This is an optimization exercise on Yosys and OpenROAD, whose aim is small area, not a production implementation. RTL that was checked went through simulation tests only; none was proved equivalent to the original. The flow treats the clock pin as an ideal source. Dropping or thinning the clock tree relies on that and would not hold on a real chip.

east:
// UART_TOP
module UART_TOP #(
    parameter RX_BUFFER_SIZE = 8,
    parameter TX_BUFFER_SIZE = 8,
    parameter CLK_FRQ        = 27000000,
    parameter UART_BOUAD     = 115200)
(
    input clk,
    input n_rst,
    input rx,
    input [7:0] data_in,
    input data_in_sync,
    input data_out_sync,
    output tx,
    output [7:0] data_out,
    output full_out,
    output valid_out,
    output full_in);
Size: about 360 cells after synthesis, roughly 25 I/O pins, about 6100 um^2 of cells after synthesis.
==> module FIFO_RX, before the edit <==
module FIFO_RX #(parameter UNIT_SIZE = 8) (
    input clk, n_rst, push, pop,
    input [UNIT_SIZE - 1:0] data_in,
    output valid, buff_full,
    output [UNIT_SIZE - 1:0] data_out);
    reg [UNIT_SIZE-1:0] mem [0:7];
    reg [3:0] cm;
    integer i;
    assign valid     = ~cm[3];
    assign buff_full = ~cm[3] & (&cm[2:0]);
    assign data_out  = mem[0];
    wire can_pop = pop & valid;
    wire [7:0] move;
    genvar k;
    generate
        for (k = 0; k < 8; k = k + 1) begin : g_move
            assign move[k] = can_pop | cm[3] | (cm[2:0] < k);
        end
    endgenerate
    always @(posedge clk) begin
        for (i = 0; i < 7; i = i + 1)
            if (move[i]) mem[i] <= mem[i+1];
        if (move[7]) mem[7] <= data_in;
    end
    wire inc = push & ~pop & ~buff_full;
    wire dec = can_pop & ~push;
    wire [3:0] t;
    assign t[0] = inc | dec;
    assign t[1] = inc & cm[0] | dec & ~cm[0];
    assign t[2] = inc & (&cm[1:0]) | dec & ~(|cm[1:0]);
    assign t[3] = inc & (&cm[2:0]) | dec & ~(|cm[2:0]);
    always @(posedge clk) begin
        if (~n_rst) cm <= 4'b1111;
        else        cm <= cm ^ t;
    end
endmodule
==> module UART_TOP, before the edit <==
module UART_TOP #(
    parameter RX_BUFFER_SIZE = 8,
    parameter TX_BUFFER_SIZE = 8,
    parameter CLK_FRQ        = 27000000,
    parameter UART_BOUAD     = 115200)
(
    input clk,
    input n_rst,
    input rx,
    input [7:0] data_in,
    input data_in_sync,
    input data_out_sync,
    output tx,
    output [7:0] data_out,
    output full_out,
    output valid_out,
    output full_in);
    reg [7:0] c;
    always @(posedge clk) begin
        if (~n_rst) c <= 8'd0;
        else        c <= c + 8'd1;
    end
    wire sample_tick = (c[3:0] == 4'd7);
    wire send_tick   = (c == 8'h7f);
    wire push_slot   = (c[3:0] == 4'd9);
    wire [7:0] data_from_rx, data_to_tx;
    wire rx_push, tx_pop, tx_valid;
    FIFO_RX #(8) rx_buffer (.clk(clk), .n_rst(n_rst),
        .push(rx_push), .pop(data_out_sync), .data_in(data_from_rx),
        .data_out(data_out), .valid(valid_out), .buff_full(full_out));
    FIFO #(TX_BUFFER_SIZE, 8) tx_buffer (.clk(clk), .n_rst(n_rst),
        .push(data_in_sync), .pop(tx_pop), .data_in(data_in),
        .data_out(data_to_tx), .valid(tx_valid), .buff_full(full_in));
    UART_TX tx_module (.clk(clk), .send_tick(send_tick), .n_rst(n_rst),
        .valid(tx_valid), .data(data_to_tx), .tx(tx), .pop(tx_pop));
    UART_RX rx_module (.clk(clk), .sample_tick(sample_tick), .push_slot(push_slot),
        .n_rst(n_rst), .rx(rx), .data(data_from_rx), .push(rx_push));
endmodule
Settings: LEC_CHECK=0, CAP_MARGIN=5, CORE_MARGIN=2, CORE_UTILIZATION=65, SLEW_MARGIN=5; clock period 10.0 ns.
standard.sh (not shown) runs the stock make flow with config.mk's settings and CLKGATE_MAP_FILE= SYNTH_SCRIPT=/design/flow/synth_recipe.tcl, a recipe that flattens the netlist after the stock synthesis.
==> flow/flow/run.sh <==
#!/bin/bash
# Layout flow: the standard flow (standard.sh) with
#  - synthesis re-run with flow/synth.tcl once per ABC script in flow/abc/
#    (variants of Yosys's default liberty mapping, one with &deepsyn
#    first; no adder cell mapping);
#    the netlist with the smallest cell area is kept. Each netlist's
#    registers are checked to be the same instances and cell types as the
#    standard synthesis gives; if none passes, the standard one is used;
#  - port buffers of the smallest buffer cell;
#  - clock tree: after the standard CTS step has built its tree,
#    flow/post_cts.tcl (the POST_CTS_TCL hook of ORFS's cts.tcl) replaces
#    it by a root buffer and 4x4 leaf buffers over groups of registers.
# Each tool run's output goes to a log_*.txt file here.
set -euo pipefail
HERE=$PWD
RES=$HERE/orfs/results/sky130hd/UART_TOP/base
REP=$HERE/orfs/reports/sky130hd/UART_TOP/base

regs() { grep -oE '^\s*sky130_fd_sc_hd__(e?df|sdf|dl)[a-z0-9_]*\s+\S+' "$1" | sed 's/^\s*//' | sort; }
clean_synth() { rm -f $RES/1_2_yosys.v $RES/1_2_yosys.sdc $RES/1_synth.odb $RES/1_synth.sdc; }

# 1. the standard synthesis, kept for the register check
bash standard.sh synth > log_synth_standard.txt 2>&1
cp $RES/1_2_yosys.v standard_1_2_yosys.v
regs standard_1_2_yosys.v > regs_standard.txt

# 2. own synthesis, one run per ABC script
sed -e "s#SYNTH_SCRIPT=[^ ]*#SYNTH_SCRIPT=$HERE/flow/synth.tcl ADDER_MAP_FILE=#" standard.sh > own.sh
best=""
best_area=""
for s in $HERE/flow/abc/*.script; do
  n=$(basename $s .script)
  clean_synth
  if OWN_ABC_SCRIPT=$s bash own.sh synth > log_synth_own_$n.txt 2>&1 && [ -f $RES/1_2_yosys.v ]; then
    regs $RES/1_2_yosys.v > regs_own_$n.txt
    if cmp -s regs_standard.txt regs_own_$n.txt; then
      a=$(grep 'Chip area' $REP/synth_stat.txt | awk '{print $NF}')
      echo "$n $a" >> synth_areas.txt
      if [ -z "$best" ] || awk -v a=$a -v b=$best_area 'BEGIN{exit !(a<b)}'; then
        best=$s; best_area=$a
      fi
    else
      echo "$n registers differ from the standard synthesis" >> synth_areas.txt
    fi
  else
    echo "$n failed" >> synth_areas.txt
  fi
done
clean_synth
if [ -n "$best" ]; then
  echo "using $best ($best_area)" >> synth_areas.txt
  export OWN_ABC_SCRIPT=$best
  bash own.sh synth > log_synth_own.txt 2>&1
else
  echo "using the standard synthesis" >> synth_areas.txt
  cp standard.sh own.sh
  bash own.sh synth > log_synth_own.txt 2>&1
fi

# 3. the rest of the standard flow
export CTS_ARGS="-sink_clustering_enable -repair_clock_nets -dont_use_dummy_load -buf_list sky130_fd_sc_hd__clkbuf_8"
export BUFFER_PORTS_ARGS="-buffer_cell sky130_fd_sc_hd__buf_1"
export POST_CTS_TCL=$HERE/flow/post_cts.tcl
export OWN_CTS_KX=4 OWN_CTS_KY=4
export OWN_CTS_ROOT=sky130_fd_sc_hd__clkbuf_8 OWN_CTS_LEAF=sky130_fd_sc_hd__clkbuf_4
bash own.sh finish > log_finish.txt 2>&1
Other scripts of this flow, unchanged in this note and not shown: flow/flow/abc/a1.script, flow/flow/abc/a2.script, flow/flow/abc/a3.script, flow/flow/abc/a4.script, flow/flow/abc/a5.script, flow/flow/abc/a6.script, flow/flow/abc/a7.script, flow/flow/post_cts.tcl, flow/flow/synth.tcl
Modified inputs, middle compared to east
--- a/flow/design.v
+++ b/flow/design.v
@@ -16,48 +16,12 @@
             mem[0] <= data_in;
             for (i = 1; i < 8; i = i + 1) mem[i] <= mem[i-1];
         end
     end
     wire inc = push & ~pop & ~buff_full;
     wire dec = pop & ~push & valid;
-    wire [3:0] t;
-    assign t[0] = inc | dec;
-    assign t[1] = inc & cm[0] | dec & ~cm[0];
-    assign t[2] = inc & (&cm[1:0]) | dec & ~(|cm[1:0]);
-    assign t[3] = inc & (&cm[2:0]) | dec & ~(|cm[2:0]);
-    always @(posedge clk) begin
-        if (~n_rst) cm <= 4'b1111;
-        else        cm <= cm ^ t;
-    end
-endmodule
-module FIFO_RX #(parameter UNIT_SIZE = 8) (
-    input clk, n_rst, push, pop,
-    input [UNIT_SIZE - 1:0] data_in,
-    output valid, buff_full,
-    output [UNIT_SIZE - 1:0] data_out);
-    reg [UNIT_SIZE-1:0] mem [0:7];
-    reg [3:0] cm;
-    integer i;
-    assign valid     = ~cm[3];
-    assign buff_full = ~cm[3] & (&cm[2:0]);
-    assign data_out  = mem[0];
-    wire can_pop = pop & valid;
-    wire [7:0] move;
-    genvar k;
-    generate
-        for (k = 0; k < 8; k = k + 1) begin : g_move
-            assign move[k] = can_pop | cm[3] | (cm[2:0] < k);
-        end
-    endgenerate
-    always @(posedge clk) begin
-        for (i = 0; i < 7; i = i + 1)
-            if (move[i]) mem[i] <= mem[i+1];
-        if (move[7]) mem[7] <= data_in;
-    end
-    wire inc = push & ~pop & ~buff_full;
-    wire dec = can_pop & ~push;
     wire [3:0] t;
     assign t[0] = inc | dec;
     assign t[1] = inc & cm[0] | dec & ~cm[0];
     assign t[2] = inc & (&cm[1:0]) | dec & ~(|cm[1:0]);
     assign t[3] = inc & (&cm[2:0]) | dec & ~(|cm[2:0]);
     always @(posedge clk) begin
@@ -133,13 +97,13 @@
     end
     wire sample_tick = (c[3:0] == 4'd7);
     wire send_tick   = (c == 8'h7f);
     wire push_slot   = (c[3:0] == 4'd9);
     wire [7:0] data_from_rx, data_to_tx;
     wire rx_push, tx_pop, tx_valid;
-    FIFO_RX #(8) rx_buffer (.clk(clk), .n_rst(n_rst),
+    FIFO #(RX_BUFFER_SIZE, 8) rx_buffer (.clk(clk), .n_rst(n_rst),
         .push(rx_push), .pop(data_out_sync), .data_in(data_from_rx),
         .data_out(data_out), .valid(valid_out), .buff_full(full_out));
     FIFO #(TX_BUFFER_SIZE, 8) tx_buffer (.clk(clk), .n_rst(n_rst),
         .push(data_in_sync), .pop(tx_pop), .data_in(data_in),
         .data_out(data_to_tx), .valid(tx_valid), .buff_full(full_in));
     UART_TX tx_module (.clk(clk), .send_tick(send_tick), .n_rst(n_rst),
[summary]
- Comparing east and middle, the higher met1 global-route usage is on middle.
- east and middle ended up with nearly the same core occupancy in the finished layout.
- Min synthesized cell count across east and middle: east
- Across both runs, detailed-route vias per instance was higher for middle than for east.
- Compare east and middle | wire length lower: east
- Capture point of the critical path: full_in -> east, data_out[0] -> middle
The RTL of east was laid out without a check of its function. No run of this note takes its clock network from TritonCTS; it comes from the design's own scripts or RTL.

## what the ideal ports hide
The flow's constraints put no driver on any port. The routed layouts listed below were extracted and timed again, unchanged, in two steps. Step 1 sets driving cells, clkbuf_16 on the clock port and buf_2 on the other inputs (assumed; they add their load-dependent delay and slew). Step 2 moves the port delays by t, midway between the first and last clock arrival at a register: inputs arrive t later, outputs are due t later. That takes back most of the time a late clock gives input paths. a / b / c = ideal / step 1 / step 2; a / b = the first two.
run | shift t [ns] | slack for setup (ns) | clock arrival spread, ns | slew at the worst register clock pin (ns) | cell pins on the clock port's net
east | 0.465 | 6.108 / 6.075 / 6.329 | 0.011 / 0.011 | 0.11 / 0.11 | 1
middle | 0.473 | 5.446 / 5.411 / 5.743 | 0.018 / 0.017 | 0.11 / 0.11 | 1
After both steps every run listed still meets setup and hold.
